What follows belongs to an exercise in optimizing a design on an open flow for small area, a short achievable clock period and few clock cycles; a production flow would make more cautious choices. Function was checked by simulation only, so behaviour that the tests miss may differ from the original. Power and IR drop assume default switching activity.

`design/flow/config.mk`:
```
export PLATFORM = sky130hd
export DESIGN_NAME = procMonoc
export DESIGN_NICKNAME = procMonoc
export VERILOG_FILES = /design/flow/design.v
export SDC_FILE = /design/flow/constraint.sdc
export NUM_CORES = 4
export LEC_CHECK = 0
export CAP_MARGIN = 20
export CORE_MARGIN = 2
export CORE_UTILIZATION = 35
export SLEW_MARGIN = 20
export SYNTH_HIERARCHICAL = 1
export TNS_END_PERCENT = 0
```
`design/flow/flow/margin.txt`:
```
8
```
`design/flow/standard.sh`:
```
#!/bin/bash
# synth_recipe.tcl (not shown) runs the flow's synth.tcl, then flattens the netlist and writes it again
# the make line also repeats each setting of config.mk as NAME=value (left out here)
make -C /OpenROAD-flow-scripts/flow DESIGN_CONFIG=/design/flow/config.mk WORK_HOME=/design/flow/orfs CLKGATE_MAP_FILE= SYNTH_SCRIPT=/design/flow/synth_recipe.tcl "${@:-finish}"
```
`design/flow/constraint.sdc`:
```
create_clock -name core_clock -period 12.5 [get_ports {clk}]
set_input_delay 2.5000 -clock core_clock [delete_from_list [all_inputs] [get_ports {clk}]]
set_output_delay 2.5000 -clock core_clock [all_outputs]
set_load 0.01 [all_outputs]
```
`design/flow/flow/run.sh`:
```
#!/bin/bash
# Layout: the standard flow (standard.sh, unchanged synthesis), with the
# timing repair aiming at a shorter period than the clock constraint: the
# repair's setup margin (SETUP_SLACK_MARGIN) is set from flow/margin.txt.
set -euo pipefail
cd "$(dirname "$0")/.."
MARGIN=$(cat flow/margin.txt)
sed -E "s/\"\\\$\{@:-finish\}\"/SETUP_SLACK_MARGIN=$MARGIN \"\${@:-finish}\"/" standard.sh > flow_std.sh
grep -q "SETUP_SLACK_MARGIN=$MARGIN " flow_std.sh
bash flow_std.sh > flow_make.log 2>&1
```
`design/flow/design.v`:
```
module ALU(
  input  logic [31:0] a,
  input  logic [31:0] b,
  input  logic        sub,       
  input  logic        sra,       
  input  logic        shl,       
  input  logic        rAdd, rSlt, rSltu, rXor, rOr, rAnd, rShr, rShl, rB,
  output logic [31:0] alures);
  logic        lts, ltu;
  logic [32:0] sum;
  assign sum = {1'b0, a} + {1'b0, b ^ {32{sub}}} + {32'b0, sub};
  assign ltu = ~sum[32];
  assign lts = (a[31] ^ b[31]) ? a[31] : sum[31];
  logic [31:0] shIn, shOut, shlOut;
  always_comb
    for (int k = 0; k < 32; k = k + 1) shIn[k] = shl ? a[31 - k] : a[k];
  assign shOut = $unsigned($signed({sra & a[31], shIn}) >>> b[4:0]);
  always_comb
    for (int k = 0; k < 32; k = k + 1) shlOut[k] = shOut[31 - k];
  assign alures = ({32{rAdd}} & sum[31:0]) |
                  ({32{rXor}} & (a ^ b)) |
                  ({32{rOr}}  & (a | b)) |
                  ({32{rAnd}} & (a & b)) |
                  ({32{rShr}} & shOut) |
                  ({32{rShl}} & shlOut) |
                  ({32{rB}}   & b) |
                  {31'b0, (rSlt & lts) | (rSltu & ltu)};
endmodule
module addInst(
  input  logic [11:0] a,
  input  logic [11:0] b,
  output logic [12:0] sum);
  assign sum = {1'b0, a} + {1'b0, b};
endmodule
module branchUnit(
  input  logic [2:0]  funct3,
  input  logic [31:0] rs1,
  input  logic [31:0] rs2,
  output logic        p,
  output logic        y,
  output logic        z);
  logic eqHi, eqLo, ltHi, ltLo;
  assign eqHi = rs1[31:16] == rs2[31:16];
  assign eqLo = rs1[15:0] == rs2[15:0];
  assign ltLo = rs1[15:0] < rs2[15:0];
  assign ltHi = {~funct3[1] ^ rs1[31], rs1[30:16]} < {~funct3[1] ^ rs2[31], rs2[30:16]};
  assign p = funct3[2] & ltHi;
  assign y = eqHi;
  assign z = funct3[2] ? ltLo : eqLo;
endmodule
module controlUnit(
  input  logic [31:0] inst,
  output logic        regWr,      
  output logic        isLoad,
  output logic        isStore,
  output logic        isBranch,
  output logic        isJal,
  output logic        isJalr,
  output logic        isAuipc,
  output logic        useRs2,     
  output logic [3:0]  aluOp,      
  output logic        passB);     
  logic [6:0] op;
  logic [2:0] f3;
  logic isLui, isOpImm, isOp;
  assign op = inst[6:0];
  assign f3 = inst[14:12];
  assign isLui    = op == 7'b0110111;
  assign isAuipc  = op == 7'b0010111;
  assign isJal    = op == 7'b1101111;
  assign isJalr   = op == 7'b1100111;
  assign isBranch = op == 7'b1100011;
  assign isLoad   = op == 7'b0000011;
  assign isStore  = op == 7'b0100011;
  assign isOpImm  = op == 7'b0010011;
  assign isOp     = op == 7'b0110011;
  assign regWr  = (isLui | isAuipc | isJal | isJalr | isLoad | isOpImm | isOp) && inst[11:7] != 5'd0;
  assign useRs2 = isOp | isBranch | isStore;
  assign aluOp  = isOp    ? {inst[30], f3} :
                  isOpImm ? {(f3 == 3'b101) & inst[30], f3} : 4'b0000;
  assign passB  = isLui | isAuipc | isJal | isJalr;
endmodule
module ImmGen(
  input  logic [31:0] inst,
  output logic [31:0] immExt);
  logic [6:0] op;
  assign op = inst[6:0];
  always_comb begin
    case (op)
      7'b0100011: immExt = {{20{inst[31]}}, inst[31:25], inst[11:7]};                        
      7'b1100011: immExt = {{19{inst[31]}}, inst[31], inst[7], inst[30:25], inst[11:8], 1'b0};  
      7'b0110111,
      7'b0010111: immExt = {inst[31:12], 12'b0};                                                
      7'b1101111: immExt = {{11{inst[31]}}, inst[31], inst[19:12], inst[20], inst[30:21], 1'b0};  
      default:    immExt = {{20{inst[31]}}, inst[31:20]};                                       
    endcase
  end
endmodule
module nextAddr(
  input  logic [31:0] pc,
  input  logic [31:0] imm,
  output logic [31:0] pc4,
  output logic [31:0] tgt);
  assign pc4 = pc + 32'd4;
  assign tgt = pc + imm;
endmodule
module addrHigh(
  input  logic [19:0] a,
  input  logic        carry,
  input  logic        neg,
  output logic [19:0] hi);
  logic [19:0] inc, dec;
  always_comb
    for (int k = 0; k < 20; k = k + 1) begin
      inc[k] = a[k] ^ (k == 0 ? 1'b1 : &(a & ((20'd1 << k) - 20'd1)));
      dec[k] = a[k] ^ (k == 0 ? 1'b1 : ~|(a & ((20'd1 << k) - 20'd1)));
    end
  always_comb begin
    case ({carry, neg})
      2'b10:   hi = inc;
      2'b01:   hi = dec;
      default: hi = a;
    endcase
  end
endmodule
module progCount(addressIn, addressOut, clk, rst);
  input logic clk;
  input logic rst;
  input logic [31:0] addressIn;
  output logic [31:0] addressOut;
  always @(posedge clk or posedge rst) begin
    if (rst)
      addressOut <= 32'b0;
    else
      addressOut <= addressIn;
  end
endmodule
module RegisterFile (
    input  logic        clk,
    input  logic        we,
    input  logic [4:0]  wrAddr,
    input  logic [31:0] wrData,
    input  logic [4:0]  rdAddr1,
    input  logic [4:0]  rdAddr2,
    output logic [31:0] rdData1,
    output logic [31:0] rdData2);
  logic [31:1][31:0] regs;
  genvar i;
  for (i = 1; i < 32; i = i + 1) begin : g_reg
    always_ff @(posedge clk)
      if (we && wrAddr == i) regs[i] <= wrData;
  end
  logic [31:0] sel1, sel2;
  always_comb
    for (int k = 0; k < 32; k = k + 1) begin
      sel1[k] = rdAddr1 == k;
      sel2[k] = rdAddr2 == k;
    end
  logic [10:0][31:0] g1, g2;
  genvar j;
  for (j = 0; j < 11; j = j + 1) begin : g_grp
    always_comb begin
      g1[j] = 32'b0;
      g2[j] = 32'b0;
      for (int m = 0; m < 3; m = m + 1)
        if (3 * j + m >= 1 && 3 * j + m < 32) begin
          g1[j] = g1[j] | ({32{sel1[3 * j + m]}} & regs[3 * j + m]);
          g2[j] = g2[j] | ({32{sel2[3 * j + m]}} & regs[3 * j + m]);
        end
    end
  end
  always_comb begin
    rdData1 = 32'b0;
    rdData2 = 32'b0;
    for (int k = 0; k < 11; k = k + 1) begin
      rdData1 = rdData1 | g1[k];
      rdData2 = rdData2 | g2[k];
    end
  end
endmodule
module loadStoreUnit(
  input  logic [2:0]  funct3,
  input  logic        store,
  input  logic [1:0]  addrLo,
  input  logic [31:0] dataWr,
  input  logic [31:0] memRdata,
  output logic [31:0] memWdata,
  output logic [3:0]  memWstrb,
  output logic [31:0] dataRd);
  logic [7:0]  byteRd;
  logic [15:0] halfRd;
  always_comb begin
    case (addrLo)
      2'b00:   byteRd = memRdata[7:0];
      2'b01:   byteRd = memRdata[15:8];
      2'b10:   byteRd = memRdata[23:16];
      default: byteRd = memRdata[31:24];
    endcase
    halfRd = addrLo[1] ? memRdata[31:16] : memRdata[15:0];
    case (funct3)
      3'b000:  dataRd = {{24{byteRd[7]}}, byteRd};
      3'b001:  dataRd = {{16{halfRd[15]}}, halfRd};
      3'b100:  dataRd = {24'h0, byteRd};
      3'b101:  dataRd = {16'h0, halfRd};
      default: dataRd = memRdata;
    endcase
  end
  always_comb begin
    case (funct3[1:0])
      2'b00: begin
        memWdata = {4{dataWr[7:0]}};
        memWstrb = 4'b0001 << addrLo;
      end
      2'b01: begin
        memWdata = {2{dataWr[15:0]}};
        memWstrb = addrLo[1] ? 4'b1100 : 4'b0011;
      end
      default: begin
        memWdata = dataWr;
        memWstrb = 4'b1111;
      end
    endcase
    if (!store) memWstrb = 4'b0000;
  end
endmodule
module procMonoc(
  input  logic        clk,
  input  logic        rst,
  output logic [31:0] imem_addr,
  input  logic [31:0] imem_rdata,
  output logic [31:0] dmem_addr,
  output logic [31:0] dmem_wdata,
  output logic [3:0]  dmem_wstrb,
  output logic        dmem_we,
  input  logic [31:0] dmem_rdata);
  logic [31:0] aE;        
  logic [31:0] bE;        
  logic [11:0] addrLoE;   
  logic        carryE;    
  logic        negE;      
  logic [31:0] tgtE;      
  logic [4:0]  rdE;
  logic        wrE, ldE, stE, brE, jalrE;
  logic        subE, sraE, shlE, rAddE, rSltE, rSltuE, rXorE, rOrE, rAndE, rShrE, rShlE, rBE;
  logic        pE, yE, zE;  
  logic [2:0]  f3E;
  logic [31:0] aluRes, ldData, wbData, npc, addr;
  logic [19:0] addrHi;
  logic        taken;
  addrHigh ah(.a(aE[31:12]), .carry(carryE), .neg(negE), .hi(addrHi));
  assign addr = {addrHi, addrLoE};
  assign taken = f3E[0] ^ (pE | (yE & zE));
  always_comb begin
    if (jalrE)              npc = {addr[31:1], 1'b0};
    else if (brE & ~taken)  npc = bE;
    else                    npc = tgtE;
  end
  assign imem_addr = npc;
  ALU alu(.a(aE), .b(bE), .sub(subE), .sra(sraE), .shl(shlE), .rAdd(rAddE), .rSlt(rSltE), .rSltu(rSltuE),
          .rXor(rXorE), .rOr(rOrE), .rAnd(rAndE), .rShr(rShrE), .rShl(rShlE), .rB(rBE), .alures(aluRes));
  loadStoreUnit lsu(.funct3(f3E), .store(stE), .addrLo(addrLoE[1:0]), .dataWr(bE), .memRdata(dmem_rdata),
                    .memWdata(dmem_wdata), .memWstrb(dmem_wstrb), .dataRd(ldData));
  assign dmem_addr = addr;
  assign dmem_we   = stE;
  assign wbData = ({32{ldE}} & ldData) | aluRes;
  logic [31:0] inst, imm, rd1, rd2, rs1v, rs2v, pc4, tgt, bOther;
  logic        regWr, isLoad, isStore, isBranch, isJal, isJalr, isAuipc, useRs2, passB;
  logic        useB, p, y, z;
  logic [12:0] addrLo;
  logic [3:0]  aluOp;
  assign inst = imem_rdata;
  controlUnit cu(.inst(inst), .regWr(regWr), .isLoad(isLoad), .isStore(isStore), .isBranch(isBranch),
                 .isJal(isJal), .isJalr(isJalr), .isAuipc(isAuipc), .useRs2(useRs2), .aluOp(aluOp),
                 .passB(passB));
  ImmGen ig(.inst(inst), .immExt(imm));
  RegisterFile rf(.clk(clk), .we(wrE), .wrAddr(rdE), .wrData(wbData),
                  .rdAddr1(inst[19:15]), .rdAddr2(inst[24:20]), .rdData1(rd1), .rdData2(rd2));
  assign rs1v = (wrE && rdE == inst[19:15]) ? wbData : rd1;
  assign rs2v = (wrE && rdE == inst[24:20]) ? wbData : rd2;
  branchUnit bu(.funct3(inst[14:12]), .rs1(rs1v), .rs2(rs2v), .p(p), .y(y), .z(z));
  logic [11:0] imm12;
  assign imm12  = {inst[31:25], (inst[5] & ~inst[6]) ? inst[11:7] : inst[24:20]};
  addInst alo(.a(rs1v[11:0]), .b(imm12), .sum(addrLo));
  logic [31:0] tImm;
  assign tImm = ~inst[2] ? {{19{inst[31]}}, inst[31], inst[7], inst[30:25], inst[11:8], 1'b0} :
                 inst[3] ? {{11{inst[31]}}, inst[31], inst[19:12], inst[20], inst[30:21], 1'b0} :
                           {inst[31:12], 12'b0};
  nextAddr na(.pc(npc), .imm(tImm), .pc4(pc4), .tgt(tgt));
  assign bOther = (isJal | isJalr | isBranch) ? pc4 : isAuipc ? tgt : imm;
  assign useB   = useRs2 & ~isBranch;    
  always_ff @(posedge clk or posedge rst) begin
    if (rst) begin
      tgtE   <= 32'b0;    
      brE    <= 1'b0;
      jalrE  <= 1'b0;
      wrE    <= 1'b0;
      stE    <= 1'b0;
    end else begin
      tgtE   <= (isJal | isBranch) ? tgt : pc4;
      brE    <= isBranch;
      jalrE  <= isJalr;
      wrE    <= regWr;
      stE    <= isStore;
    end
  end
  always_ff @(posedge clk) begin
    aE      <= rs1v;
    bE      <= useB ? rs2v : bOther;
    addrLoE <= addrLo[11:0];
    carryE  <= addrLo[12];
    negE    <= inst[31];
    pE      <= p;
    yE      <= y;
    zE      <= z;
    rdE     <= inst[11:7];
    ldE     <= isLoad;
    f3E     <= inst[14:12];
    subE    <= aluOp[3] | (aluOp[2:1] == 2'b01);
    sraE    <= aluOp[3];
    shlE    <= aluOp[2:0] == 3'b001;
    rAddE   <= ~passB & ~isLoad & aluOp[2:0] == 3'b000;
    rSltE   <= aluOp[2:0] == 3'b010;
    rSltuE  <= aluOp[2:0] == 3'b011;
    rXorE   <= aluOp[2:0] == 3'b100;
    rShrE   <= aluOp[2:0] == 3'b101;
    rOrE    <= aluOp[2:0] == 3'b110;
    rAndE   <= aluOp[2:0] == 3'b111;
    rShlE   <= aluOp[2:0] == 3'b001;
    rBE     <= passB;
  end
endmodule
```
==> results of run 1 <==
per-stage QoR:
| stage | cell area (µm²) | setup WS [ps] |
|---|---|---|
| after floorplan | 62900 | 6870 |
| after CTS | 75200 | 6850 |
| final | 75800 | 6680 |
| after global routing | 75800 | 6730 |
| after detailed placement | 67100 | 4720 |
| after global placement | 67100 | 4680 |
modules after synthesis (local to each module, per instance), excerpt:
module	cell area, µm²	copies in the design
RegisterFile	42700	1
ALU	7110	1
procMonoc	6690	1
nextAddr	2200	1
loadStoreUnit	1180	1
addInst	626	1
ImmGen	393	1
cell type report:
type | instances | area, µm² | share of cell area (%)
clock buffer | 139 | 2980 | 3.93
timing repair inverter | 31 | 155 | 0.205
timing repair buffer | 544 | 5800 | 7.65
multi-input combinational | 3761 | 29500 | 38.9
sequential | 1129 | 32800 | 43.2
tap | 2355 | 2950 | 3.89
inverter | 180 | 792 | 1.04
antenna | 39 | 97.6 | 0.129
clock inverter | 73 | 831 | 1.10
synthesized netlist by cell type, types with 32 or more instances:
cell type / number / area (µm²)
a2111oi_0: 85 / 744
a21o_1: 68 / 510
a21oi_1: 209 / 1050
a22oi_1: 731 / 5490
and2_1: 53 / 332
and3_1: 304 / 1900
buf_2: 58 / 290
clkbuf_1: 291 / 1090
dfrtp_1: 36 / 901
dfxtp_1: 101 / 2020
edfxtp_1: 992 / 29800
ha_1: 185 / 2310
inv_1: 176 / 661
mux2_1: 32 / 360
mux2_2: 82 / 923
mux2i_1: 89 / 891
nand2_1: 341 / 1280
nand2b_1: 32 / 200
nand3_1: 206 / 1030
nand4_1: 150 / 938
nor2_1: 155 / 582
nor2b_1: 69 / 432
nor3_1: 39 / 195
o211ai_1: 70 / 526
o21ai_0: 156 / 781
o221ai_1: 42 / 368
or4_1: 73 / 548
xnor2_1: 58 / 508
xor2_1: 71 / 622
worst paths after layout:
kind | start | to | slack [ps] | cells past startpoint
worst max-delay path | imem_rdata[20] | zE$_DFF_P_ | 6680 | 17
worst min-delay path | tgtE[2]$_DFF_PP0_ | tgtE[2]$_DFF_PP0_ | 840 | 4
worst max register to register | bE[1]$_DFF_P_ | zE$_DFF_P_ | 6820 | 16
worst min register to register | tgtE[2]$_DFF_PP0_ | tgtE[2]$_DFF_PP0_ | 840 | 4
max in group asynchronous | rst | jalrE$_DFF_PP0_ | 9850 | 3
min in group asynchronous | rst | tgtE[30]$_DFF_PP0_ | 2200 | 3
power groups by stage:
stage          sequential [mW]  combinational, mW  clock (mW)
6_report                  4.86               4.17        3.59
3_3_place_gp              4.95               3.25           0
2_1_floorplan             4.84               1.88           0
3_5_place_dp              4.95               3.26           0
4_1_cts                   4.85               3.85        3.56
5_1_grt                   4.86               4.26        3.72
state kept, by name (all words and copies together) (netlist names), 3 cells and up:
signal   count
bE          32
rdE          5
tgtE        32
f3E          3
addrLoE     12
aE          32
rf.regs    992
worst max-delay path, stage by stage:
cell and delay (ps):
buf_2 170, buf_12 180, nor2b_4 200, buf_12 180
and2_4 230, buf_12 180, a222oi_1 430, nand3_1 130
or4_4 660, o21ai_2 110, o21ai_0 110, inv_1 90
ha_1 260, a21oi_1 210, a2111oi_2 100, or4b_1 470
o21ai_1 170
kinds of logic after synthesis:
kind of cell,after synthesis,synth area share (%)
AO/OA/AOI/OAI,1656,19.3
XOR/XNOR,129,1.81
adder cells (fa/ha/maj),188,3.80
buffers and inverters,615,4.30
flip-flops,1129,52.3
multiplexers,245,4.96
other,1,0.00600
AND/OR/NAND/NOR,1535,13.5
repair_timing:
item                                    4_1_cts  5_1_grt
setup buffers                               159       28
endpoints found under the setup margin     1187      918
gates cloned                                 56        1
gates resized for setup                     647       72
pin swaps                                    63       21
per-layer routing:
| metal | up-vias | track usage [%] | part of all wire, % |
|---|---|---|---|
| met4 | 30 | 23.8 | 8.8 |
| li1 | 22400 | - | - |
| met2 | 6464 | 51.9 | 40 |
| met3 | 1825 | 17.0 | 17 |
| met5 | - | 1.16 | 0.073 |
| met1 | 29000 | 43.7 | 34 |
==> metrics.md, run 1 <==
| Metric | Value |
|---|---|
| Status | `no timing/DRC/antenna violations` |
| Gpl congestion | `between 1 and 1.5` |
| Commonest non-fill, non-tap cell in the layout | `edfxtp_1` |
| DP Wirelength | `199000 µm` |
| # Max-Cap Violations | `0` |
| Port buffer count | `about 170` |
| Vias per Instance | `approximately 7.2` |
| Overall routed net length | `around 340000 µm` |
| First-pass GRT wire length | `approximately 460000 µm` |
| Static leakage | `approximately 27 nW` |
| 1st-iter DRT viols | `12800` |
| Critical Path Source Type | `input pin` |
| H-tree levels | `3` |
| Fmax | `around 0.17 GHz` |
| Most common flop cell mapped by yosys | `edfxtp_1` |
| Drt wl/cell | `between 40 and 50 µm` |
| CTS root buf | `clkbuf_16` |
| CP Data Arrival Time | `6490 ps` |
| Final setup violating endpoints | `0` |
| Remaining routing DRC violations | `0` |
| Initial core utilization | `a little over a third` |
| Setup Skew | `between 70 and 80 ps` |
| YS warnings | `12` |
| PwrDens | `~170 mW/mm²` |
| Mean Syn Cell Area | `11.4 µm²` |
| Share of synthesized registers carrying an async set or reset | `~3.2%` |
| DP Cell Count | `~7800` |
| Core Util, Final | `between 40% and 50%` |
| Synthesized Nets | `5752` |
| Worst IR Drop VDD | `between 0.1 and 0.15 mV` |
| Initial antenna violation count | `39` |
| Post-synth EDFFs | `about 990` |
| Slew Limit Fails | `0` |
| Worst EP required | `around 13000 ps` |
| Total internal power | `slightly above 8 mW` |
| # nets final | `between 6000 and 7000` |
| Pwr Total | `about 13 mW` |
| Post-detailed-route count of antenna-violating nets | `0` |
| Vias | `approximately 60000` |
| Critical path type | `input pin to register` |
| Cts hold-fix bufs | `0` |
| Core Region | `0.178 mm²` |
| Sw Pwr | `approximately 4.6 mW` |
| Setup TNS | `0 ps` |
| Largest net degree at the start of global routing | `70` |
| Num CTS Buffers | `114` |
| Die Y | `between 400 and 500 µm` |
| Mapped Area | `between 0.06 and 0.07 mm²` |
| Worst-path clk slew | `60 ps` |
| FILL cells | `between 15000 and 20000` |
| Crit. End Element | `register` |
| Register area share after synthesis | `a little over half` |
| Final Cycle Share | `46.5%` |
| Commonest cells after routing, fill and taps aside | `992 x edfxtp_1, 717 x a22oi_1, 338 x nand2_1` |
| Clk pwr share | `between 20% and 30%` |
| Clock latency on the worst-skew pair | `about 800 ps` |
| Post-Syn Instances | `~5500` |
| Ports | `around 170` |
| Clk buf depth | `3` |
| First-pass iteration count of the detailed router | `10` |
| Row count | `between 150 and 200` |
| Combinational power share | `between 30% and 40%` |
| HP Class | `register to register` |
| Unrepaired setup endpoints after global routing | `true` |
| Vias in the first global route | `approximately 55000` |
| Clk sinks | `roughly 1100` |
| Final min period | `between 5000 and 6000 ps` |
| Post-synth cell types | `between 100 and 150` |
| GRT Total Usage | `between 30% and 40%` |
| Final hold slack | `around 840 ps` |
| Final std cells w/o fill | `8251` |
| Layout area overhead | `21.3%` |
| CTS tree | `yes` |
| Sequential share of power | `between 30% and 40%` |
| Share of cells above drive strength 1 | `about a fifth` |
| Die X | `~430 µm` |
| Final Hold Fails | `0` |
| Max FO, Critical Path | `28` |
| GRT overflow | `0` |
| Synth Register Bits | `around 1100` |
| Switch share | `between 30% and 40%` |
| Die area | `~0.18 mm²` |
| Worst slew margin | `about 22%` |
| Least-Margin Pin Slew | `around 1200 ps` |
Testbench counts, summed over its fixed seeds: cycles 212,704.
==> run 2, diff against run 1 <==
--- a/design/flow/design.v
+++ b/design/flow/design.v
@@ -1,6 +1,7 @@
 module ALU(
   input  logic [31:0] a,
   input  logic [31:0] b,
+  input  logic [4:0]  shamt,     
   input  logic        sub,       
   input  logic        sra,       
   input  logic        shl,       
@@ -14,7 +15,7 @@
   logic [31:0] shIn, shOut, shlOut;
   always_comb
     for (int k = 0; k < 32; k = k + 1) shIn[k] = shl ? a[31 - k] : a[k];
-  assign shOut = $unsigned($signed({sra & a[31], shIn}) >>> b[4:0]);
+  assign shOut = $unsigned($signed({sra & a[31], shIn}) >>> shamt);
   always_comb
     for (int k = 0; k < 32; k = k + 1) shlOut[k] = shOut[31 - k];
   assign alures = ({32{rAdd}} & sum[31:0]) |
@@ -106,22 +107,13 @@
 endmodule
 module addrHigh(
   input  logic [19:0] a,
-  input  logic        carry,
-  input  logic        neg,
-  output logic [19:0] hi);
-  logic [19:0] inc, dec;
+  output logic [19:0] inc,
+  output logic [19:0] dec);
   always_comb
     for (int k = 0; k < 20; k = k + 1) begin
       inc[k] = a[k] ^ (k == 0 ? 1'b1 : &(a & ((20'd1 << k) - 20'd1)));
       dec[k] = a[k] ^ (k == 0 ? 1'b1 : ~|(a & ((20'd1 << k) - 20'd1)));
     end
-  always_comb begin
-    case ({carry, neg})
-      2'b10:   hi = inc;
-      2'b01:   hi = dec;
-      default: hi = a;
-    endcase
-  end
 endmodule
 module progCount(addressIn, addressOut, clk, rst);
   input logic clk;
@@ -234,10 +226,13 @@
   output logic        dmem_we,
   input  logic [31:0] dmem_rdata);
   logic [31:0] aE;        
+  logic [4:0]  shamtE;    
   logic [31:0] bE;        
   logic [11:0] addrLoE;   
   logic        carryE;    
   logic        negE;      
+  logic [19:0] hiIncE;    
+  logic [19:0] hiDecE;    
   logic [31:0] tgtE;      
   logic [4:0]  rdE;
   logic        wrE, ldE, stE, brE, jalrE;
@@ -247,7 +242,13 @@
   logic [31:0] aluRes, ldData, wbData, npc, addr;
   logic [19:0] addrHi;
   logic        taken;
-  addrHigh ah(.a(aE[31:12]), .carry(carryE), .neg(negE), .hi(addrHi));
+  always_comb begin
+    case ({carryE, negE})
+      2'b10:   addrHi = hiIncE;
+      2'b01:   addrHi = hiDecE;
+      default: addrHi = aE[31:12];
+    endcase
+  end
   assign addr = {addrHi, addrLoE};
   assign taken = f3E[0] ^ (pE | (yE & zE));
   always_comb begin
@@ -256,7 +257,7 @@
     else                    npc = tgtE;
   end
   assign imem_addr = npc;
-  ALU alu(.a(aE), .b(bE), .sub(subE), .sra(sraE), .shl(shlE), .rAdd(rAddE), .rSlt(rSltE), .rSltu(rSltuE),
+  ALU alu(.a(aE), .b(bE), .shamt(shamtE), .sub(subE), .sra(sraE), .shl(shlE), .rAdd(rAddE), .rSlt(rSltE), .rSltu(rSltuE),
           .rXor(rXorE), .rOr(rOrE), .rAnd(rAndE), .rShr(rShrE), .rShl(rShlE), .rB(rBE), .alures(aluRes));
   loadStoreUnit lsu(.funct3(f3E), .store(stE), .addrLo(addrLoE[1:0]), .dataWr(bE), .memRdata(dmem_rdata),
                     .memWdata(dmem_wdata), .memWstrb(dmem_wstrb), .dataRd(ldData));
@@ -281,6 +282,8 @@
   logic [11:0] imm12;
   assign imm12  = {inst[31:25], (inst[5] & ~inst[6]) ? inst[11:7] : inst[24:20]};
   addInst alo(.a(rs1v[11:0]), .b(imm12), .sum(addrLo));
+  logic [19:0] hiInc, hiDec;
+  addrHigh ah(.a(rs1v[31:12]), .inc(hiInc), .dec(hiDec));
   logic [31:0] tImm;
   assign tImm = ~inst[2] ? {{19{inst[31]}}, inst[31], inst[7], inst[30:25], inst[11:8], 1'b0} :
                  inst[3] ? {{11{inst[31]}}, inst[31], inst[19:12], inst[20], inst[30:21], 1'b0} :
@@ -306,9 +309,12 @@
   always_ff @(posedge clk) begin
     aE      <= rs1v;
     bE      <= useB ? rs2v : bOther;
+    shamtE  <= (aluOp[1:0] == 2'b01) ? (useB ? rs2v[4:0] : bOther[4:0]) : 5'b0;
     addrLoE <= addrLo[11:0];
     carryE  <= addrLo[12];
     negE    <= inst[31];
+    hiIncE  <= hiInc;
+    hiDecE  <= hiDec;
     pE      <= p;
     yE      <= y;
     zE      <= z;
--- a/design/flow/config.mk
+++ b/design/flow/config.mk
@@ -7,7 +7,7 @@
 export LEC_CHECK = 0
 export CAP_MARGIN = 20
 export CORE_MARGIN = 2
-export CORE_UTILIZATION = 35
+export CORE_UTILIZATION = 55
 export SLEW_MARGIN = 20
 export SYNTH_HIERARCHICAL = 1
 export TNS_END_PERCENT = 0
==> run 2 against run 1 <==
Compared with the run above:
- critical path depth unchanged
- worst setup slack improved by 63 ps
- still clean on timing, DRC and antenna
- synthesized cell count increased by 3.6%
- count of clock-buffer cells in the layout increased by 12
- non-clock buffer count increased by 71
- hold slack got worse by 28 ps
- largest power group unchanged
- die area decreased by 34%
==> metrics.md, run 2 <==
| Metric | Value |
|---|---|
| Metal-1 WL | `between 100000 and 150000 µm` |
| Place WS | `around 4900 ps` |
| Status | `no timing/DRC/antenna violations` |
| Met2 wire len | `132000 µm` |
| Static leakage | `about 28 nW` |
| GRT overflow | `0` |
| Combinational power share | `32.1%` |
| Initial core utilization | `a little under three fifths` |
| H-tree levels | `3` |
| Clk buf depth | `3` |
| Switch share | `between 30% and 40%` |
| Final setup violating endpoints | `0` |
| GRT Total Usage | `54.2%` |
| Crit. End Element | `register` |
| Vias | `~63000` |
| # nets final | `approximately 6200` |
| Setup ws final | `between 6000 and 7000 ps` |
| Die area | `~0.12 mm²` |
| First-pass iteration count of the detailed router | `14` |
| Worst r2r src | `rShlE$_DFF_P_` |
| PwrDens | `about 160 mW/mm²` |
| Final min period | `roughly 5800 ps` |
| 1st-iter DRT viols | `approximately 15000` |
| Row count | `125` |
| Post-synth top cells | `992 x edfxtp_1, 755 x a22oi_1, 345 x nand2_1` |
| Slowest stage cell, crit path | `nor3b_4` |
| Slew Limit Fails | `0` |
| Met3 wire length | `roughly 60000 µm` |
| Total internal power | `8.28 mW` |
| Register name with the most flops | `rf.regs` |
| Clock latency on the worst-skew pair | `around 760 ps` |
| CTS root buf | `clkbuf_16` |
| Vias in the first global route | `about 57000` |
| Num CTS Buffers | `between 100 and 150` |
| Final std cells w/o fill | `~7600` |
| CP Data Arrival Time | `around 6400 ps` |
| # Max-Cap Violations | `0` |
| Most frequent cell after synthesis | `edfxtp_1` |
| CTS tree | `yes` |
| WHS Path Cells | `4` |
| Fmax | `approximately 0.17 GHz` |
| CP bufs+invs | `5` |
| HP Class | `register to register` |
| Critical Path Source Type | `input pin` |
| Sequential share of power | `39.4%` |
| YS warnings | `12` |
| Max reg flops | `992` |
| FILL cells | `8800` |
| Worst slew margin | `under 10%` |
| Share of synthesized registers carrying an async set or reset | `~3.1%` |
| Cts hold-fix bufs | `0` |
| Vias per Instance | `~8` |
| Register area share after synthesis | `between 50% and 60%` |
| Top Metal Used | `met5` |
| Least-Margin Pin Slew | `roughly 1300 ps` |
| Setup Skew | `roughly 84 ps` |
| Final Hold Fails | `0` |
| Setup TNS | `0 ps` |
| Initial antenna violation count | `38` |
| Reg-to-Reg End | `hiDecE[18]$_DFF_P_` |
| Hold-critical path endpoint | `aE[15]$_DFF_P_` |
| Ports | `about 170` |
| Worst-path clk slew | `around 70 ps` |
| Unrepaired setup endpoints after global routing | `true` |
| Most common flop cell mapped by yosys | `edfxtp_1` |
| Clk sinks | `between 1000 and 1500` |
| Commonest non-fill, non-tap cell in the layout | `edfxtp_1` |
| Final Cycle Share | `a little under half` |
| Port buffer count | `approximately 170` |
| Layout area overhead | `19.8%` |
| First-pass GRT wire length | `454000 µm` |
| Worst path cell trace | `buf_2, buf_12, nor3b_4, buf_8, and2_4, buf_4, a22oi_1, nand4_1, or4_4, o21ai_0, o21ai_0, inv_1, ha_1, nand4_1, a2111oi_1, or4b_1, o21ai_1` |
| Core Region | `0.117 mm²` |
| Die X | `347 µm` |
| Synth Register Bits | `between 1000 and 1500` |
| Sw Pwr | `roughly 4.5 mW` |
| DP Wirelength | `between 150000 and 200000 µm` |
| Overall routed net length | `approximately 340000 µm` |
| Reg2Reg Setup Slack | `6830 ps` |
| Critical Path Stages | `17` |
| Die Y | `around 350 µm` |
| Share of cells above drive strength 1 | `between 20% and 30%` |
| DP Cell Count | `7131` |
| Worst IR Drop VDD | `0.161 mV` |
| Post-detailed-route count of antenna-violating nets | `0` |
| Worst EP required | `13170 ps` |
| Top cells by area, synth | `edfxtp_1 46%, a22oi_1 8.7%, dfxtp_1 4.5%` |
| Commonest cells after routing, fill and taps aside | `992 x edfxtp_1, 729 x a22oi_1, 343 x nand2_1` |
| Post-synth EDFFs | `about 990` |
| Top cell type's share of synthesized area | `a little under half` |
| Mapped Area | `0.0648 mm²` |
| Synthesized Nets | `about 6000` |
| Critical path type | `input pin to register` |
| Gpl congestion | `1.05` |
| Remaining routing DRC violations | `0` |
| Crit path largest cell delay | `about 480 ps` |
| Drt wl/cell | `44.3 µm` |
| Post-Syn Instances | `5698` |
| Clk pwr share | `between 20 and 30%` |
| Cell family with most CP delay | `simple AND/OR/NAND/NOR gates` |
| Mean Syn Cell Area | `between 10 and 15 µm²` |
| Largest net degree at the start of global routing | `between 90 and 100` |
| Hold Path Origin | `rf.regs[847]$_DFFE_PP_` |
| R2r worst-path depth | `15` |
| Post-synth top area cell | `edfxtp_1` |
| Post-synth cell types | `~120` |
| Max FO, Critical Path | `12` |
==> run 2: cell count changes in the layout (fill, tap and decap cells not counted), sizes merged, moves of 20 or more <==
cell,before,now
a211oi,11,31
a21oi,213,148
a22oi,731,755
buf,368,435
dfxtp,101,146
inv,148,191
mux2i,91,114
nand4b,6,37
nor2b,71,45
o221ai,42,5
o311ai,9,64
==> run 2: per-stage QoR <==
stage	utilization, %	hold slack [ps]	instance area (µm²)	power (mW)
after floorplan	-	679	65200	6.84
after global placement	58.8	847	68600	8.33
after detailed placement	58.8	838	68600	8.35
after CTS	66.1	800	77000	12.4
after global routing	66.6	836	77600	13.0
final	66.6	814	77700	12.8
==> run 2: final cells by class <==
| cell class | count | area, µm² | share of cell area [%] |
|---|---|---|---|
| clock inverters | 66 | 702 | 0.904 |
| inverters | 218 | 927 | 1.19 |
| clock buffers | 151 | 3240 | 4.17 |
| flip-flops and latches | 1174 | 33600 | 43.3 |
| repair buffers | 615 | 6630 | 8.54 |
| diodes | 33 | 82.6 | 0.106 |
| repair inverters | 28 | 140 | 0.180 |
| multi-input cells | 3835 | 30400 | 39.1 |
| well taps | 1524 | 1910 | 2.46 |
==> run 2: worst max path at each step <==
stage / from / end / slack [ps]
6_report: imem_rdata[22] / zE$_DFF_P_ / 6750
2_1_floorplan: imem_rdata[15] / carryE$_DFF_P_ / 6880
3_3_place_gp: imem_rdata[20] / zE$_DFF_P_ / 4890
5_1_grt: imem_rdata[19] / zE$_DFF_P_ / 6800
3_5_place_dp: imem_rdata[20] / zE$_DFF_P_ / 4850
4_1_cts: imem_rdata[18] / carryE$_DFF_P_ / 6990
==> run 2: per-module statistics from Yosys, one instance, submodules excluded, a selection <==
module         times used  cell area, µm²
addrHigh                1             499
RegisterFile            1           42700
nextAddr                1            2200
loadStoreUnit           1            1180
addInst                 1             626
ImmGen                  1             393
controlUnit             1             183
ALU                     1            7720
procMonoc               1            8530
==> run 2: kinds of logic (layout without fill, tap and decap cells) <==
| logic type | count (synthesis) | in the layout | share of synthesized area [%] |
|---|---|---|---|
| AO/OA/AOI/OAI | 1673 | 1673 | 19.2 |
| AND/OR/NAND/NOR | 1537 | 1548 | 13.1 |
| flip-flops | 1174 | 1174 | 51.8 |
| buffers and inverters | 700 | 1078 | 4.67 |
| multiplexers | 282 | 282 | 5.64 |
| adder cells (fa/ha/maj) | 188 | 188 | 3.66 |
| XOR/XNOR | 143 | 143 | 1.93 |
| other | 1 | 34 | 0.00578 |
==> run 2: per-layer routing <==
| layer | vias to the layer above | global-route usage, % |
|---|---|---|
| met5 | - | 0.720 |
| met4 | 30 | 46.5 |
| met3 | 2320 | 24.4 |
| met2 | 7329 | 74.1 |
| met1 | 29700 | 64.8 |
| li1 | 23300 | - |
==> run 2: repair_timing <==
action	CTS	global route
pin swaps	81	26
setup endpoints to repair	1070	788
cloned	66	2
setup buffers	172	23
gates resized for setup	607	82
==> run 2: power by group through the flow <==
| stage | registers (mW) | logic, mW | clock network (mW) |
|---|---|---|---|
| 6_report | 5.03 | 4.11 | 3.65 |
| 5_1_grt | 5.03 | 4.16 | 3.77 |
| 4_1_cts | 5.01 | 3.79 | 3.61 |
| 3_5_place_dp | 5.11 | 3.24 | 0 |
| 3_3_place_gp | 5.11 | 3.22 | 0 |
| 2_1_floorplan | 5.01 | 1.83 | 0 |
==> run 2: worst reg2reg max path, stage by stage, from the launching register on <==
cell	delay (ps)
dfxtp_4	600
buf_6	430
nor2b_2	440
a22oi_1	180
o21a_1	190
mux4_2	510
mux2_2	310
a221oi_2	380
nand3b_1	380
a21oi_4	550
clkinvlp_4	240
mux2_4	300
or3_4	420
or4_1	410
nor2_1	120
xor2_1	140
Testbench counts of run 2, summed over its fixed seeds: cycles 212,704.
==> run 3, diff against run 2 <==
--- a/design/flow/config.mk
+++ b/design/flow/config.mk
@@ -7,7 +7,7 @@
 export LEC_CHECK = 0
 export CAP_MARGIN = 20
 export CORE_MARGIN = 2
-export CORE_UTILIZATION = 55
+export CORE_UTILIZATION = 35
 export SLEW_MARGIN = 20
 export SYNTH_HIERARCHICAL = 1
 export TNS_END_PERCENT = 0
==> run 3 against run 2 <==
Compared with the run above:
- first-iteration DRC count shrank 7.4%
- global-route usage decreased by 17 points
- synthesized cell count stayed put
- fmax rose by 0.79%
- total power increased by 2.4%
- combinational power is 3% higher
- clock skew is 31 ps lower
- clock power grew 5.5%
- sequential power hardly changed
- wire length rose by 6.8%
- sequential cell count unchanged
- hold slack gained 49 ps
- largest cell class unchanged
- highest routed layer unchanged
==> metrics.md, run 3 <==
| Metric | Value |
|---|---|
| Status | `no timing/DRC/antenna violations` |
| Port buffer count | `~170` |
| Mapped Area | `between 0.06 and 0.07 mm²` |
| Area of the multi-input gates | `0.0304 mm²` |
| YS warnings | `12` |
| CP endpoint | `pE$_DFF_P_` |
| Final std cells w/o fill | `8638` |
| Post-Syn Instances | `5698` |
| Post-synth top cells | `992 x edfxtp_1, 755 x a22oi_1, 345 x nand2_1` |
| Gpl congestion | `roughly 1.0` |
| CP bufs+invs | `3` |
| Worst EP required | `13230 ps` |
| CP Data Arrival Time | `between 6000 and 7000 ps` |
| Remaining routing DRC violations | `0` |
| Post-detailed-route count of antenna-violating nets | `0` |
| Gr busiest metal | `met2` |
| Ports | `approximately 170` |
| Slew Limit Fails | `0` |
| Final Cycle Share | `roughly 46%` |
| Overall routed net length | `between 300000 and 400000 µm` |
| Die area | `approximately 0.19 mm²` |
| Met2 Usage GRT | `52.2%` |
| Layout area overhead | `23.1%` |
| H-tree levels | `4` |
| R2r worst-path depth | `14` |
| Clock latency on the worst-skew pair | `roughly 820 ps` |
| Setup Skew | `53.5 ps` |
| Critical path type | `input pin to register` |
| Clk buf depth | `3` |
| Most common flop cell mapped by yosys | `edfxtp_1` |
| Unrepaired setup endpoints after global routing | `true` |
| Crit path largest cell delay | `830 ps` |
| 1st-iter DRT viols | `about 14000` |
| Final instance area | `between 0.07 and 0.08 mm²` |
| Reg area | `0.0337 mm²` |
| PwrDens | `around 160 mW/mm²` |
| Static leakage | `28.9 nW` |
| Hold Path Origin | `rf.regs[804]$_DFFE_PP_` |
| Initial antenna violation count | `37` |
| Final min period | `roughly 5700 ps` |
| Vias per Instance | `approximately 7.2` |
| Row count | `between 150 and 200` |
| Most frequent cell after synthesis | `edfxtp_1` |
| Commonest non-fill, non-tap cell in the layout | `edfxtp_1` |
| Post-synth top area cell | `edfxtp_1` |
| Critical Path Stages | `15` |
| First-pass iteration count of the detailed router | `13` |
| Least-Margin Pin Slew | `roughly 1300 ps` |
| FILL cells | `~17000` |
| Initial core utilization | `between 30% and 40%` |
| Vias | `a little over 60000` |
| DP Cell Count | `8084` |
| Critical Path Source Type | `input pin` |
| First-pass GRT wire length | `roughly 480000 µm` |
| M1 GR Usage | `between 40 and 50%` |
| Num CTS Buffers | `130` |
| CTS root buf | `clkbuf_16` |
| Placed Area | `approximately 0.070 mm²` |
| Die Y | `434 µm` |
| HP Class | `register to register` |
| Synth Register Bits | `roughly 1200` |
| Final Hold Fails | `0` |
| Top cells by area, synth | `edfxtp_1 46%, a22oi_1 8.7%, dfxtp_1 4.5%` |
| Cell family with most CP delay | `simple AND/OR/NAND/NOR gates` |
| Final setup violating endpoints | `0` |
| Reg2Reg Setup Slack | `6880 ps` |
| Post-synth cell types | `between 100 and 150` |
| Largest net degree at the start of global routing | `75` |
| Worst IR Drop VDD | `about 0.15 mV` |
| Cts hold-fix bufs | `0` |
| CTS tree | `yes` |
| Drt wl/cell | `41.9 µm` |
| Top cell type's share of synthesized area | `a little under half` |
| Vias in the first global route | `~57000` |
| Share of synthesized registers carrying an async set or reset | `between 3 and 4%` |
| Reg-to-Reg End | `pE$_DFF_P_` |
| Register area share after synthesis | `51.8%` |
| GRT Total Usage | `roughly 37%` |
| Worst path cell trace | `buf_4, buf_12, nor3b_1, and2_4, bufbuf_16, a22oi_1, nand4_1, or4_1, mux2_2, ha_1, nand3_1, nor2_1, a221o_1, o21ai_1, o2111a_1` |
| Register name with the most flops | `rf.regs` |
| CP Launch Point | `imem_rdata[17]` |
| Slowest stage cell, crit path | `nor3b_1` |
| Clk sinks | `~1200` |
| Worst slew margin | `approximately an eighth` |
| Max FO, Critical Path | `15` |
| # nets final | `roughly 6300` |
| Worst r2r src | `shamtE[4]$_SDFF_PP0_` |
| Commonest cells after routing, fill and taps aside | `992 x edfxtp_1, 731 x a22oi_1, 343 x buf_4` |
| # Max-Cap Violations | `0` |
| Crit. End Element | `register` |
| Fmax | `between 0.15 and 0.2 GHz` |
| GRT met3 Usage | `16.3%` |
| Worst-path clk slew | `~60 ps` |
| Post-synth EDFFs | `around 1000` |
| GRT overflow | `0` |
| Synthesized Nets | `5952` |
| Max reg flops | `approximately 990` |
| DP Wirelength | `roughly 210000 µm` |
| Core Region | `approximately 0.18 mm²` |
| Share of cells above drive strength 1 | `a little over a fifth` |
| Setup TNS | `0 ps` |
| Mean Syn Cell Area | `between 10 and 15 µm²` |
| Die X | `~430 µm` |
==> run 3: cell counts after synthesis <==
No cell type changed its count.
==> run 3: metal layers <==
| layer | wire length [µm] | vias to the layer above |
|---|---|---|
| met4 | 36300 | 36 |
| met5 | 508 | - |
| met3 | 56600 | 1947 |
| li1 | - | 23400 |
| met2 | 145000 | 6417 |
| met1 | 123000 | 30200 |
==> run 3: how the worst min path moves through the flow <==
| stage | end | slack [ps] | cells past startpoint |
|---|---|---|---|
| detailed placement | hiIncE[4]$_DFF_P_ | 840 | 4 |
| global route | aE[4]$_DFF_P_ | 880 | 4 |
| finish | aE[4]$_DFF_P_ | 860 | 4 |
| floorplan | aE[30]$_DFF_P_ | 680 | 3 |
| CTS | aE[4]$_DFF_P_ | 820 | 4 |
| global placement | aE[4]$_DFF_P_ | 840 | 4 |
==> run 3: worst register-to-register path, delay by kind of cell (launching register included) <==
family	cells	cell delay (ps)
AO/OA/AOI/OAI	5	1830
buffers and inverters	4	1800
AND/OR/NAND/NOR	3	790
multiplexers	1	530
flip-flops	1	330
XOR/XNOR	1	240
==> run 3: final cells by class <==
class | count | share of cell area [%]
antenna | 25 | 0.0784
timing repair buffer | 668 | 9.22
sequential | 1174 | 42.2
clock inverter | 74 | 0.855
multi-input combinational | 3829 | 38.2
clock buffer | 160 | 4.34
timing repair inverter | 26 | 0.163
tap | 2464 | 3.86
inverter | 218 | 1.15
==> run 3: per-module statistics from Yosys, one instance, submodules excluded, excerpt <==
module         copies in the design  cells inside  area [µm²]
RegisterFile                      1          2947       42700
nextAddr                          1           312        2200
branchUnit                        1           115         825
addInst                           1            82         626
addrHigh                          1            70         499
loadStoreUnit                     1           178        1180
ImmGen                            1            50         393
==> run 3: per-stage QoR <==
| step | setup WS, ps | power [mW] | hold WS (ps) | util (%) |
|---|---|---|---|---|
| 2_1_floorplan | 6880 | 6.84 | 679 | - |
| 3_3_place_gp | 4840 | 8.45 | 843 | 38.0 |
| 3_5_place_dp | 4810 | 8.48 | 840 | 38.0 |
| 4_1_cts | 7030 | 12.8 | 815 | 43.2 |
| 5_1_grt | 6740 | 13.3 | 882 | 43.4 |
| 6_report | 6790 | 13.1 | 863 | 43.4 |
==> run 3: cell families (layout without fill, tap and decap cells) <==
family	Yosys count	in the layout	share of synthesized area, %
muxes	282	282	5.64
and+or+nand+nor	1537	1542	13.1
xor gates and xnor gates	143	143	1.93
buffers and inverters	700	1146	4.67
adders and majority gates	188	188	3.66
DFF	1174	1174	51.8
other	1	26	0.00578
AOI/OAI and AO/OA	1673	1673	19.2
==> run 3: repair_timing <==
item,CTS,global route
gates cloned,61,1
endpoints found under the setup margin,1108,635
gates resized for setup,683,63
pin swaps,90,28
setup buffers,218,15
==> run 3: power breakdown <==
group          internal (mW)  switching [mW]
Combinational           1.44            2.79
Clock                   2.12            1.73
Sequential              4.86           0.157
Total                   8.41            4.68
==> run 4, diff against run 3 <==
--- a/design/flow/design.v
+++ b/design/flow/design.v
@@ -1,7 +1,6 @@
 module ALU(
   input  logic [31:0] a,
   input  logic [31:0] b,
-  input  logic [4:0]  shamt,     
   input  logic        sub,       
   input  logic        sra,       
   input  logic        shl,       
@@ -15,7 +14,7 @@
   logic [31:0] shIn, shOut, shlOut;
   always_comb
     for (int k = 0; k < 32; k = k + 1) shIn[k] = shl ? a[31 - k] : a[k];
-  assign shOut = $unsigned($signed({sra & a[31], shIn}) >>> shamt);
+  assign shOut = $unsigned($signed({sra & a[31], shIn}) >>> b[4:0]);
   always_comb
     for (int k = 0; k < 32; k = k + 1) shlOut[k] = shOut[31 - k];
   assign alures = ({32{rAdd}} & sum[31:0]) |
@@ -107,13 +106,22 @@
 endmodule
 module addrHigh(
   input  logic [19:0] a,
-  output logic [19:0] inc,
-  output logic [19:0] dec);
+  input  logic        carry,
+  input  logic        neg,
+  output logic [19:0] hi);
+  logic [19:0] inc, dec;
   always_comb
     for (int k = 0; k < 20; k = k + 1) begin
       inc[k] = a[k] ^ (k == 0 ? 1'b1 : &(a & ((20'd1 << k) - 20'd1)));
       dec[k] = a[k] ^ (k == 0 ? 1'b1 : ~|(a & ((20'd1 << k) - 20'd1)));
     end
+  always_comb begin
+    case ({carry, neg})
+      2'b10:   hi = inc;
+      2'b01:   hi = dec;
+      default: hi = a;
+    endcase
+  end
 endmodule
 module progCount(addressIn, addressOut, clk, rst);
   input logic clk;
@@ -226,13 +234,10 @@
   output logic        dmem_we,
   input  logic [31:0] dmem_rdata);
   logic [31:0] aE;        
-  logic [4:0]  shamtE;    
   logic [31:0] bE;        
   logic [11:0] addrLoE;   
   logic        carryE;    
   logic        negE;      
-  logic [19:0] hiIncE;    
-  logic [19:0] hiDecE;    
   logic [31:0] tgtE;      
   logic [4:0]  rdE;
   logic        wrE, ldE, stE, brE, jalrE;
@@ -242,13 +247,7 @@
   logic [31:0] aluRes, ldData, wbData, npc, addr;
   logic [19:0] addrHi;
   logic        taken;
-  always_comb begin
-    case ({carryE, negE})
-      2'b10:   addrHi = hiIncE;
-      2'b01:   addrHi = hiDecE;
-      default: addrHi = aE[31:12];
-    endcase
-  end
+  addrHigh ah(.a(aE[31:12]), .carry(carryE), .neg(negE), .hi(addrHi));
   assign addr = {addrHi, addrLoE};
   assign taken = f3E[0] ^ (pE | (yE & zE));
   always_comb begin
@@ -257,7 +256,7 @@
     else                    npc = tgtE;
   end
   assign imem_addr = npc;
-  ALU alu(.a(aE), .b(bE), .shamt(shamtE), .sub(subE), .sra(sraE), .shl(shlE), .rAdd(rAddE), .rSlt(rSltE), .rSltu(rSltuE),
+  ALU alu(.a(aE), .b(bE), .sub(subE), .sra(sraE), .shl(shlE), .rAdd(rAddE), .rSlt(rSltE), .rSltu(rSltuE),
           .rXor(rXorE), .rOr(rOrE), .rAnd(rAndE), .rShr(rShrE), .rShl(rShlE), .rB(rBE), .alures(aluRes));
   loadStoreUnit lsu(.funct3(f3E), .store(stE), .addrLo(addrLoE[1:0]), .dataWr(bE), .memRdata(dmem_rdata),
                     .memWdata(dmem_wdata), .memWstrb(dmem_wstrb), .dataRd(ldData));
@@ -282,8 +281,6 @@
   logic [11:0] imm12;
   assign imm12  = {inst[31:25], (inst[5] & ~inst[6]) ? inst[11:7] : inst[24:20]};
   addInst alo(.a(rs1v[11:0]), .b(imm12), .sum(addrLo));
-  logic [19:0] hiInc, hiDec;
-  addrHigh ah(.a(rs1v[31:12]), .inc(hiInc), .dec(hiDec));
   logic [31:0] tImm;
   assign tImm = ~inst[2] ? {{19{inst[31]}}, inst[31], inst[7], inst[30:25], inst[11:8], 1'b0} :
                  inst[3] ? {{11{inst[31]}}, inst[31], inst[19:12], inst[20], inst[30:21], 1'b0} :
@@ -309,12 +306,9 @@
   always_ff @(posedge clk) begin
     aE      <= rs1v;
     bE      <= useB ? rs2v : bOther;
-    shamtE  <= (aluOp[1:0] == 2'b01) ? (useB ? rs2v[4:0] : bOther[4:0]) : 5'b0;
     addrLoE <= addrLo[11:0];
     carryE  <= addrLo[12];
     negE    <= inst[31];
-    hiIncE  <= hiInc;
-    hiDecE  <= hiDec;
     pE      <= p;
     yE      <= y;
     zE      <= z;
==> design/flow/flow/run.sh (replaced) <==
#!/bin/bash
# Layout: the standard flow (standard.sh, unchanged synthesis), with
#  - the timing repair aiming at a shorter period than the clock constraint:
#    the repair's setup margin (SETUP_SLACK_MARGIN) is set from flow/margin.txt;
#  - the port buffers (still one on every input and output) made from
#    sky130_fd_sc_hd__buf_4 instead of the delay-buffer cell buffer_ports
#    picks by default.
# make's full output goes to flow_make.log; ORFS writes each step's log under
# orfs/logs/.
set -euo pipefail
cd "$(dirname "$0")/.."
MARGIN=$(cat flow/margin.txt)
EXTRA="SETUP_SLACK_MARGIN=$MARGIN BUFFER_PORTS_ARGS='-buffer_cell sky130_fd_sc_hd__buf_4'"
sed -E "s/\"\\\$\{@:-finish\}\"/$EXTRA \"\${@:-finish}\"/" standard.sh > flow_std.sh
grep -q "BUFFER_PORTS_ARGS='-buffer_cell sky130_fd_sc_hd__buf_4' " flow_std.sh
bash flow_std.sh > flow_make.log 2>&1
==> run 4 against run 3 <==
Compared with the run above:
- highest routed layer unchanged
- still clean
- fmax increased by 1.1%
- critical endpoint unchanged
- count of clock-buffer cells in the layout is 15 lower
- clock power decreased by 5.7%
==> metrics.md, run 4 <==
| Metric | Value |
|---|---|
| Status | `no timing/DRC/antenna violations` |
| Port buffer count | `about 170` |
| GRT Total Usage | `about a third` |
| CP Data Arrival Time | `~6300 ps` |
| Sequential share of power | `between 30% and 40%` |
| Vias per Instance | `between 7 and 8` |
| Clock latency on the worst-skew pair | `790 ps` |
| YS warnings | `12` |
| Register name with the most flops | `rf.regs` |
| Place WS | `roughly 5200 ps` |
| Static leakage | `27.6 nW` |
| Synthesized Nets | `~5800` |
| Cell family with most CP delay | `compound AO/OA/AOI/OAI gates` |
| Clk buf depth | `3` |
| Die Y | `427 µm` |
| First-pass iteration count of the detailed router | `13` |
| Slew Limit Fails | `0` |
| Clk pwr share | `roughly 29%` |
| CP endpoint | `pE$_DFF_P_` |
| Least-Margin Pin Slew | `1210 ps` |
| PwrDens | `166 mW/mm²` |
| # Max-Cap Violations | `0` |
| Top cell type's share of synthesized area | `between 40% and 50%` |
| Unrepaired setup endpoints after global routing | `true` |
| Setup Skew | `93.4 ps` |
| Post-synth EDFFs | `between 900 and 1000` |
| CP bufs+invs | `3` |
| GRT overflow | `0` |
| HP Class | `register to register` |
| H-tree levels | `3` |
| Max FO, Critical Path | `23` |
| Worst path cell trace | `buf_8, nor3b_2, buf_8, and2_4, a2111oi_0, nand3_1, or4_1, o21ai_2, o21ai_0, inv_1, ha_1, a21oi_1, nand2_1, a211oi_1, o2111a_1` |
| Top cells by area, synth | `edfxtp_1 48%, a22oi_1 8.8%, ha_1 3.7%` |
| Sw Pwr | `4.55 mW` |
| Cts hold-fix bufs | `0` |
| CTS root buf | `clkbuf_16` |
| Share of cells above drive strength 1 | `between 20% and 30%` |
| Ports | `167` |
| Crit path largest cell delay | `between 700 and 800 ps` |
| Post-synth top area cell | `edfxtp_1` |
| Total internal power | `8.03 mW` |
| CTS tree | `yes` |
| Core Util, Final | `a little over two fifths` |
| Critical Path Source Type | `input pin` |
| Clk sinks | `1129` |
| Die area | `between 0.15 and 0.2 mm²` |
| 1st-iter DRT viols | `roughly 12000` |
| Vias | `just under 60000` |
| Die X | `between 400 and 500 µm` |
| Fmax | `roughly 0.18 GHz` |
| Commonest non-fill, non-tap cell in the layout | `edfxtp_1` |
| Slowest stage cell, crit path | `or4_1` |
| Critical path type | `input pin to register` |
| Post-Syn Instances | `approximately 5500` |
| Switch share | `36.2%` |
| Synth Register Bits | `~1100` |
| Core Region | `approximately 0.18 mm²` |
| Reg2Reg Setup Slack | `between 6000 and 7000 ps` |
| Final setup violating endpoints | `0` |
| Post-detailed-route count of antenna-violating nets | `0` |
| Mapped Area | `0.0625 mm²` |
| Worst EP required | `about 13000 ps` |
| Reg-to-Reg End | `addrLoE[11]$_DFF_P_` |
| DP Wirelength | `slightly above 200000 µm` |
| Initial antenna violation count | `29` |
| Overall routed net length | `345000 µm` |
| Mean Syn Cell Area | `~11 µm²` |
| Register area share after synthesis | `about 52%` |
| Final Cycle Share | `between 40% and 50%` |
| Final min period | `5640 ps` |
| Max reg flops | `roughly 1000` |
| Most frequent cell after synthesis | `edfxtp_1` |
| First-pass GRT wire length | `approximately 450000 µm` |
| Share of synthesized registers carrying an async set or reset | `between 3 and 4%` |
| Worst r2r src | `bE[1]$_DFF_P_` |
| Remaining routing DRC violations | `0` |
| Most common flop cell mapped by yosys | `edfxtp_1` |
| Num CTS Buffers | `around 120` |
| # nets final | `between 6000 and 7000` |
| Setup TNS | `0 ps` |
| Gpl congestion | `between 1 and 1.5` |
| Setup ws final | `around 6900 ps` |
| Vias in the first global route | `roughly 54000` |
| Combinational power share | `about a third` |
| Worst-path clk slew | `approximately 60 ps` |
| FILL cells | `roughly 17000` |
| R2r worst-path depth | `17` |
| Worst slew margin | `approximately a fifth` |
| Drt wl/cell | `41.8 µm` |
| Critical Path Stages | `15` |
| CP Launch Point | `imem_rdata[22]` |
| Worst path most repeated cell | `buf_8` |
| Crit. End Element | `register` |
| Layout area overhead | `21.3%` |
| Initial core utilization | `approximately a third` |
| Post-synth cell types | `between 100 and 150` |
| Post-synth top cells | `992 x edfxtp_1, 731 x a22oi_1, 341 x nand2_1` |
| Commonest cells after routing, fill and taps aside | `992 x edfxtp_1, 699 x a22oi_1, 435 x buf_4` |
| Largest net degree at the start of global routing | `71` |
| Row count | `between 150 and 200` |
| Worst IR Drop VDD | `approximately 0.13 mV` |
| Final Hold Fails | `0` |
run 4: changes by cell type in the layout (fill, tap and decap cells not counted), moves of 32 or more:
cell,change
dfxtp_1,-55
dlygate4sd2_1,-35
inv_1,-40
clkdlybuf4s50_1,-110
buf_4,+92
o221ai_1,+36
a22oi_1,-32
run 4: worst min path at each step:
| stage | depth (start not counted) | from | to | slack (ps) |
|---|---|---|---|---|
| 3_5_place_dp | 4 | rf.regs[816]$_DFFE_PP_ | aE[16]$_DFF_P_ | 820 |
| 3_3_place_gp | 4 | rf.regs[819]$_DFFE_PP_ | aE[19]$_DFF_P_ | 830 |
| 6_report | 4 | addrLoE[2]$_DFF_P_ | tgtE[2]$_DFF_PP0_ | 820 |
| 5_1_grt | 4 | tgtE[2]$_DFF_PP0_ | tgtE[2]$_DFF_PP0_ | 870 |
| 4_1_cts | 4 | addrLoE[2]$_DFF_P_ | tgtE[2]$_DFF_PP0_ | 830 |
| 2_1_floorplan | 2 | ldE$_DFF_P_ | bE[30]$_DFF_P_ | 600 |
run 4: modules after synthesis (local to each module, per instance), excerpt:
module,flip-flops and latches,cell area (µm²),cells inside,times used
RegisterFile,992,42700,2947,1
branchUnit,0,825,115,1
controlUnit,0,183,27,1
addrHigh,0,641,101,1
procMonoc,137,6690,739,1
loadStoreUnit,0,1180,178,1
run 4: layer usage:
| metal | routed length (µm) | vias to the layer above | part of all wire [%] | track usage (%) |
|---|---|---|---|---|
| met5 | 891 | - | 0.26 | 0.423 |
| met4 | 30800 | 40 | 8.9 | 22.4 |
| met3 | 54500 | 1733 | 16 | 14.7 |
| met2 | 142000 | 6115 | 41 | 51.8 |
| met1 | 117000 | 28900 | 34 | 42.6 |
| li1 | - | 22400 | - | - |
run 4: final cells by class:
type / count / area, µm² / area share [%]
sequential: 1129 / 32800 / 43.2
multi-input combinational: 3758 / 29600 / 39.0
timing repair buffer: 567 / 5710 / 7.53
clock buffer: 145 / 3050 / 4.03
tap: 2355 / 2950 / 3.89
clock inverter: 73 / 808 / 1.07
inverter: 180 / 781 / 1.03
timing repair inverter: 27 / 135 / 0.178
antenna: 25 / 62.6 / 0.0825
run 4: repair_timing:
action	in CTS	in global routing
setup buffers	84	115
resized for setup	429	265
endpoints found under the setup margin	1012	598
pin swaps	35	72
gates cloned	30	27
run 4: worst min-delay path: stages, from the launching register on:
cell	delay (ps)
dfxtp_1	320
nor2b_1	130
a21oi_2	100
inv_1	90
mux2_2	150
run 4: power groups by stage:
| stage | logic (mW) | clock network, mW | registers [mW] |
|---|---|---|---|
| floorplan | 1.88 | 0 | 4.84 |
| global placement | 3.24 | 0 | 4.94 |
| detailed placement | 3.26 | 0 | 4.94 |
| CTS | 3.65 | 3.62 | 4.85 |
| global route | 4.19 | 3.77 | 4.86 |
| finish | 4.09 | 3.63 | 4.86 |
run 4: cell families after synthesis:
group,Yosys count,share of synthesized area (%)
compound gates,1656,19.3
flops,1129,52.3
mux,245,4.96
buf+inv,615,4.30
xor+xnor,129,1.81
fa+ha+maj,188,3.80
other cells,1,0.00600
simple gates,1535,13.5
run 4: stage by stage:
stage | cell area (µm²) | total power, mW | hold slack [ps] | std cells
6_report | 75800 | 12.6 | 822 | 8259
5_1_grt | 75800 | 12.8 | 869 | 8236
4_1_cts | 73100 | 12.1 | 829 | 8092
3_5_place_dp | 66700 | 8.21 | 821 | 7760
3_3_place_gp | 66700 | 8.18 | 829 | 7759
2_1_floorplan | 62900 | 6.73 | 601 | 5498
Testbench counts of run 4, summed over its fixed seeds: cycles 212,704.
==> run 5, diff against run 4 <==
--- a/design/flow/config.mk
+++ b/design/flow/config.mk
@@ -7,7 +7,7 @@
 export LEC_CHECK = 0
 export CAP_MARGIN = 20
 export CORE_MARGIN = 2
-export CORE_UTILIZATION = 35
+export CORE_UTILIZATION = 55
 export SLEW_MARGIN = 20
 export SYNTH_HIERARCHICAL = 1
 export TNS_END_PERCENT = 0
==> run 5 against run 4 <==
Compared with the run above:
- still clean
- cell area decreased by 3.8%
- fmax shrank 1.8%
- worst setup slack worse by 100 ps
- utilization rose by 22 points
- cell count is 12% lower
- highest routed layer unchanged
==> metrics.md, run 5 <==
| Metric | Value |
|---|---|
| Status | `no timing/DRC/antenna violations` |
| Vias | `~59000` |
| Post-synth cell types | `about 120` |
| Reg2Reg Setup Slack | `6950 ps` |
| Clock latency on the worst-skew pair | `about 770 ps` |
| Post-detailed-route count of antenna-violating nets | `0` |
| Share of cells above drive strength 1 | `between 20% and 30%` |
| Worst-path clk slew | `approximately 70 ps` |
| Worst r2r src | `bE[14]$_DFF_P_` |
| Die area | `around 0.12 mm²` |
| Worst EP required | `about 13000 ps` |
| Setup Skew | `49.5 ps` |
| 1st-iter DRT viols | `between 10000 and 15000` |
| Largest net degree at the start of global routing | `90` |
| Post-synth top area cell | `edfxtp_1` |
| Top cells by area, synth | `edfxtp_1 48%, a22oi_1 8.8%, ha_1 3.7%` |
| Most frequent cell after synthesis | `edfxtp_1` |
| Clk sinks | `1129` |
| Gpl congestion | `between 1 and 1.5` |
| Port buffer count | `between 150 and 200` |
| Mapped Area | `~0.063 mm²` |
| CTS root buf | `clkbuf_16` |
| Commonest non-fill, non-tap cell in the layout | `edfxtp_1` |
| Critical Path Source Type | `input pin` |
| Least-Margin Pin Slew | `between 1000 and 1500 ps` |
| Post-synthesis mux area share | `between 4 and 5%` |
| Remaining routing DRC violations | `0` |
| Core Region | `0.113 mm²` |
| Final min period | `5740 ps` |
| Max FO, Critical Path | `32` |
| Vias in the first global route | `approximately 54000` |
| First-pass GRT wire length | `433000 µm` |
| Synth Register Bits | `around 1100` |
| Clk buf depth | `3` |
| Final Cycle Share | `between 40% and 50%` |
| Top cell type's share of synthesized area | `47.6%` |
| H-tree levels | `3` |
| Fmax | `between 0.15 and 0.2 GHz` |
| CP Data Arrival Time | `about 6400 ps` |
| GRT Total Usage | `~54%` |
| Synth Area in Adders | `~3.8%` |
| Setup TNS | `0 ps` |
| GRT overflow | `0` |
| Worst slew margin | `23.1%` |
| Static leakage | `about 27 nW` |
| Ports | `167` |
| Drt wl/cell | `roughly 45 µm` |
| PwrDens | `between 150 and 200 mW/mm²` |
| Hold-critical path endpoint | `aE[20]$_DFF_P_` |
| Crit. End Element | `register` |
| Die Y | `between 300 and 400 µm` |
| FILL cells | `8786` |
| Layout area overhead | `16.7%` |
| R2r worst-path depth | `20` |
| DP Wirelength | `186000 µm` |
| Max reg flops | `between 900 and 1000` |
| Core Util, Final | `~65%` |
| Post-Syn Instances | `5498` |
| YS warnings | `12` |
| Share of synthesized registers carrying an async set or reset | `3.19%` |
| # nets final | `roughly 5900` |
| Post-synth EDFFs | `992` |
| First-pass iteration count of the detailed router | `13` |
| Register name with the most flops | `rf.regs` |
| Mean Syn Cell Area | `between 10 and 15 µm²` |
| Row count | `approximately 120` |
| Synthesized Nets | `approximately 5800` |
| Num CTS Buffers | `around 110` |
| Unrepaired setup endpoints after global routing | `true` |
| Synth Area in Compound Gates | `19.3%` |
| Most common flop cell mapped by yosys | `edfxtp_1` |
| Post-Synth Simple-Gate Area | `between 10% and 20%` |
| CTS tree | `yes` |
| Commonest cells after routing, fill and taps aside | `992 x edfxtp_1, 717 x a22oi_1, 362 x buf_4` |
| Largest family of logic cells by synthesized area | `compound AO/OA/AOI/OAI gates` |
| Overall routed net length | `326000 µm` |
| Cts hold-fix bufs | `0` |
| Worst IR Drop VDD | `approximately 0.15 mV` |
| Initial antenna violation count | `18` |
| Post-synthesis xor/xnor area fraction | `around 1.8%` |
| # Max-Cap Violations | `0` |
| WHS Path Cells | `4` |
| Initial core utilization | `between 50% and 60%` |
| Register area share after synthesis | `between 50% and 60%` |
| Final setup violating endpoints | `0` |
| Die X | `between 300 and 400 µm` |
| Critical path type | `input pin to register` |
| Reg-to-Reg End | `carryE$_DFF_P_` |
| Vias per Instance | `about 8.1` |
| HP Class | `register to register` |
| Post-synth top cells | `992 x edfxtp_1, 731 x a22oi_1, 341 x nand2_1` |
| Final Hold Fails | `0` |
| Hold Path Origin | `rf.regs[820]$_DFFE_PP_` |
| Slew Limit Fails | `0` |
[run 5: logic make-up after synthesis]
logic type	Yosys count
simple gates	1535
buf+inv	615
flops	1129
compound gates	1656
fa+ha+maj	188
xor+xnor	129
other cells	1
mux	245
[run 5: repair_timing]
| action | in CTS | in global routing |
|---|---|---|
| resized for setup | 403 | 167 |
| setup endpoints to repair | 1070 | 778 |
| cloned | 35 | 10 |
| pin swaps | 27 | 32 |
| buffers inserted | 65 | 42 |
[run 5: Yosys stat by module (local to each module, per instance)]
module | copies in the design | cell area [µm²]
controlUnit | 1 | 183
addInst | 1 | 626
branchUnit | 1 | 825
addrHigh | 1 | 641
loadStoreUnit | 1 | 1180
nextAddr | 1 | 2200
ImmGen | 1 | 393
procMonoc | 1 | 6690
ALU | 1 | 7110
RegisterFile | 1 | 42700
[run 5: report_power, final]
group	total [mW]	internal (mW)	leakage, nW	switching, mW
combinational	3.96	1.23	14.8	2.73
clock	3.49	1.94	1.79	1.55
sequential	4.83	4.69	10.2	0.135
total	12.3	7.87	26.8	4.41
[run 5: how the worst max path moves through the flow]
stage              startpoint        endpoint  depth (start not counted)
4_1_cts        aE[13]$_DFF_P_   imem_addr[31]                         12
2_1_floorplan  imem_rdata[19]  carryE$_DFF_P_                         15
3_3_place_gp   imem_rdata[20]      zE$_DFF_P_                         16
6_report       imem_rdata[23]      zE$_DFF_P_                         15
3_5_place_dp   imem_rdata[20]      zE$_DFF_P_                         16
5_1_grt        imem_rdata[23]      zE$_DFF_P_                         15
[run 5: worst max-delay path, cell delays in order]
cell and delay [ps]:
buf_8 180, and3b_1 210, buf_6 220, and2_2 570
a222oi_1 400, nand3_1 150, or4_4 640, o21ai_1 160
o21ai_0 110, inv_1 90, ha_1 240, nand4_1 170
a2111oi_1 80, or4b_1 470, o21ai_1 140
[run 5: final cells by class]
class	instances	area, µm²	area share [%]
inverter	180	791	1.08
timing repair inverter	30	150	0.206
tap	1500	1880	2.57
clock buffer	145	3030	4.16
timing repair buffer	466	4490	6.15
antenna	20	50.0	0.0686
multi-input combinational	3758	29100	39.9
sequential	1129	32700	44.9
clock inverter	66	693	0.950
[run 5: per-layer routing]
metal	part of all wire [%]	track usage [%]
met4	11	44.1
met5	0.11	0.654
met2	39	73.8
met1	31	62.7
met3	18	26.9
[run 5: through the flow]
stage | instance area (µm²) | cells | hold slack, ps | setup slack (ps) | total power [mW]
after detailed placement | 65700 | 6911 | 749 | 5160 | 8.12
after floorplan | 62900 | 5498 | 601 | 6870 | 6.73
after global placement | 65700 | 6911 | 751 | 5240 | 8.11
final | 73000 | 7294 | 773 | 6760 | 12.3
after CTS | 71700 | 7222 | 779 | 6930 | 11.9
after global routing | 72900 | 7277 | 828 | 6810 | 12.5

Check on run 5: ideal ports give 6.756 ns setup slack; a clkbuf_16 on the clock port and buf_2 on the inputs give 6.694 ns; moving port delays by the midpoint clock arrival (0.815 ns) as well gives 5.879 ns.
